From an optimization exercise on the open Yosys and OpenROAD flow, aimed at small area; shortcuts taken in it are not production practice.
The RTL was checked by simulation tests, not by an equivalence proof against the original design.
Power figures rest on the tool's default switching activity, not on a simulated workload.

Setup of try-delta:
==> flow/design.v (excerpt) <==
module Follower(clk,RST_n,led,a2d_SS_n,SCLK,MISO,MOSI,rev_rht,
                rev_lft,fwd_rht,fwd_lft,IR_in_en,IR_mid_en,IR_out_en,
				in_transit,OK2Move,buzz,buzz_n,BC,RX);
export LEC_CHECK = 0
export CAP_MARGIN = 20
export CORE_MARGIN = 2
export CORE_UTILIZATION = 50
export SLEW_MARGIN = 20
create_clock -name core_clock -period 20.0 [get_ports {clk}]
standard.sh (not shown) runs the stock make flow with config.mk's settings and CLKGATE_MAP_FILE= SYNTH_SCRIPT=/design/flow/synth_recipe.tcl, a recipe that flattens the netlist after the stock synthesis.
==> flow/flow/run.sh <==
#!/bin/bash
# Layout flow: the standard flow (standard synthesis unchanged), with
#  - the port buffers made with the smallest buffer (buf_1) instead of the default,
#  - clock tree synthesis with clkbuf_16 leaf clusters of at most 24 sinks and no
#    dummy loads.
# Every tool's output goes to standard.log in this folder (ORFS also keeps its own
# per-step logs under orfs/logs).
set -o pipefail
CTS="-sink_clustering_enable -repair_clock_nets -sink_clustering_size 24 -sink_clustering_max_diameter 90 -buf_list sky130_fd_sc_hd__clkbuf_16 -dont_use_dummy_load"
bash standard.sh "BUFFER_PORTS_ARGS=-buffer_cell sky130_fd_sc_hd__buf_1" "CTS_ARGS=$CTS" finish > standard.log 2>&1
try-delta: all stages complete, timing, DRC and antenna checks passed
### try-delta -> try-ember
- swapping 50 for 40 in CORE_UTILIZATION
==> flow/flow/run.sh <==
#!/bin/bash
# Layout flow: the standard flow (standard synthesis unchanged), with
#  - the port buffers made with the smallest buffer (buf_1) instead of the default,
#  - clock tree synthesis with clkbuf_8 leaf clusters of at most 16 sinks and no
#    dummy loads.
# Every tool's output goes to standard.log in this folder (ORFS also keeps its own
# per-step logs under orfs/logs).
set -o pipefail
CTS="-sink_clustering_enable -repair_clock_nets -sink_clustering_size 16 -sink_clustering_max_diameter 90 -buf_list sky130_fd_sc_hd__clkbuf_8 -dont_use_dummy_load"
bash standard.sh "BUFFER_PORTS_ARGS=-buffer_cell sky130_fd_sc_hd__buf_1" "CTS_ARGS=$CTS" finish > standard.log 2>&1
==> comparison <==
Going from try-delta to try-ember, the starting density of the core was found to have gone down by 9.7 points. Wire length on met3: try-ember > try-delta. [diff] die area, try-ember relative to try-delta: regression.
## Diff of input files: try-willow against try-ember
- CORE_UTILIZATION: 40 -> 50
- GPL_ROUTABILITY_DRIVEN: unset -> 0
[summary]
Multi-input logic area: try-willow vs try-ember — no meaningful difference
As far as total power is concerned, try-ember and try-willow perform about the same.
[compare] base=try-ember new=try-willow: sum of met3 wire segment lengths after detailed routing fell by about 7%, clock network power roughly the same.
### try-willow -> try-pepper
- removing GPL_ROUTABILITY_DRIVEN (formerly 0)
- setting PLACE_DENSITY to 0.75 for the first time
==> comparison <==
met2 global-route usage for try-pepper is lower than for try-willow. Routed wire length on met2, try-willow and try-pepper: smaller value in try-pepper. Compared try-pepper against try-willow; cell area after layout within noise. Status: area growth from synthesis to final layout parity (try-pepper, try-willow). Re fraction of the yosys area taken by sequential cells: no difference whatsoever between try-willow and try-pepper. The run with more routed wire is try-willow, not try-pepper. On total cell area at the placement stage, try-willow and try-pepper are neck and neck. try-willow -> try-pepper: via count of the first global-routing pass increased by a few percent. From try-willow to try-pepper, synthesized cell count did not move at all.

* * *

== JK ==
Starting RTL as in the previous note.
export LEC_CHECK = 0
export CAP_MARGIN = 20
export CORE_MARGIN = 2
export CORE_UTILIZATION = 50
export SLEW_MARGIN = 20
create_clock -name core_clock -period 20.0 [get_ports {clk}]
==> flow/flow/run.sh <==
#!/bin/bash
# Layout flow: the standard flow (standard synthesis unchanged), with
#  - the port buffers made with the smallest buffer (buf_1) instead of the default,
#  - clock tree synthesis with clkbuf_8 leaf clusters of at most 16 sinks and no
#    dummy loads.
# Every tool's output goes to standard.log in this folder (ORFS also keeps its own
# per-step logs under orfs/logs).
set -o pipefail
CTS="-sink_clustering_enable -repair_clock_nets -sink_clustering_size 16 -sink_clustering_max_diameter 90 -buf_list sky130_fd_sc_hd__clkbuf_8 -dont_use_dummy_load"
bash standard.sh "BUFFER_PORTS_ARGS=-buffer_cell sky130_fd_sc_hd__buf_1" "CTS_ARGS=$CTS" finish > standard.log 2>&1
Relative to JK, the following input files were edited for MS:
diff --git a/flow/config.mk b/flow/config.mk
--- a/flow/config.mk
+++ b/flow/config.mk
@@ -10 +10,2 @@
-export CORE_UTILIZATION = 50
+export CORE_UTILIZATION = 40
+export PLACE_DENSITY = 0.75
==> comparison <==
- Met3 wirelength from detailed routing, MS vs JK: down by a few percent
- In the flow results for MS and JK, the horizontal die dimension is larger on MS.
- Between MS and JK, it is MS whose global-route total usage across every layer is lower, by 4.6 points.
- Between MS and JK, the wire length is lower for MS.
- [diff] post-route worst setup slack, MS relative to JK: improvement
- [compare] base=JK new=MS: layout overhead on the synthesized area rose by 0.82 points; worst hold slack stayed essentially flat; detail-routed via count per cell fell by 2.1%.
- The final reports for MS and JK show initial standard-cell utilization of the core lower in the former.
- MS against JK: combinational power rose about 0.9%, area of all placed cells without fillers moved up.
The inputs of AL differ from those of MS as listed below.
diff --git a/flow/flow/run.sh b/flow/flow/run.sh
--- a/flow/flow/run.sh
+++ b/flow/flow/run.sh
@@ -4 +4 @@
-#  - clock tree synthesis with clkbuf_8 leaf clusters of at most 16 sinks and no
+#  - clock tree synthesis with clkbuf_8 leaf clusters of at most 14 sinks and no
@@ -9 +9 @@
-CTS="-sink_clustering_enable -repair_clock_nets -sink_clustering_size 16 -sink_clustering_max_diameter 90 -buf_list sky130_fd_sc_hd__clkbuf_8 -dont_use_dummy_load"
+CTS="-sink_clustering_enable -repair_clock_nets -sink_clustering_size 14 -sink_clustering_max_diameter 80 -buf_list sky130_fd_sc_hd__clkbuf_8 -dont_use_dummy_load"
diff --git a/flow/config.mk b/flow/config.mk
--- a/flow/config.mk
+++ b/flow/config.mk
@@ -10,2 +10,2 @@
-export CORE_UTILIZATION = 40
-export PLACE_DENSITY = 0.75
+export CORE_UTILIZATION = 60
+export PLACE_DENSITY = 0.8
Notes after the runs:
- On hold slack, the higher figure sits with MS, not AL.
- Delta (AL minus MS): final cell count without fillers fell by 118, routing usage on met1 rose by 13 points, number of instances in the placed design fell by about 8%, sum of routed wire length over all layers rose by 0.35%, global-route met3 utilization rose by 2.1 points.
- Re signed area change from the synthesized netlist to the final layout: AL is 1.0 points down on MS.
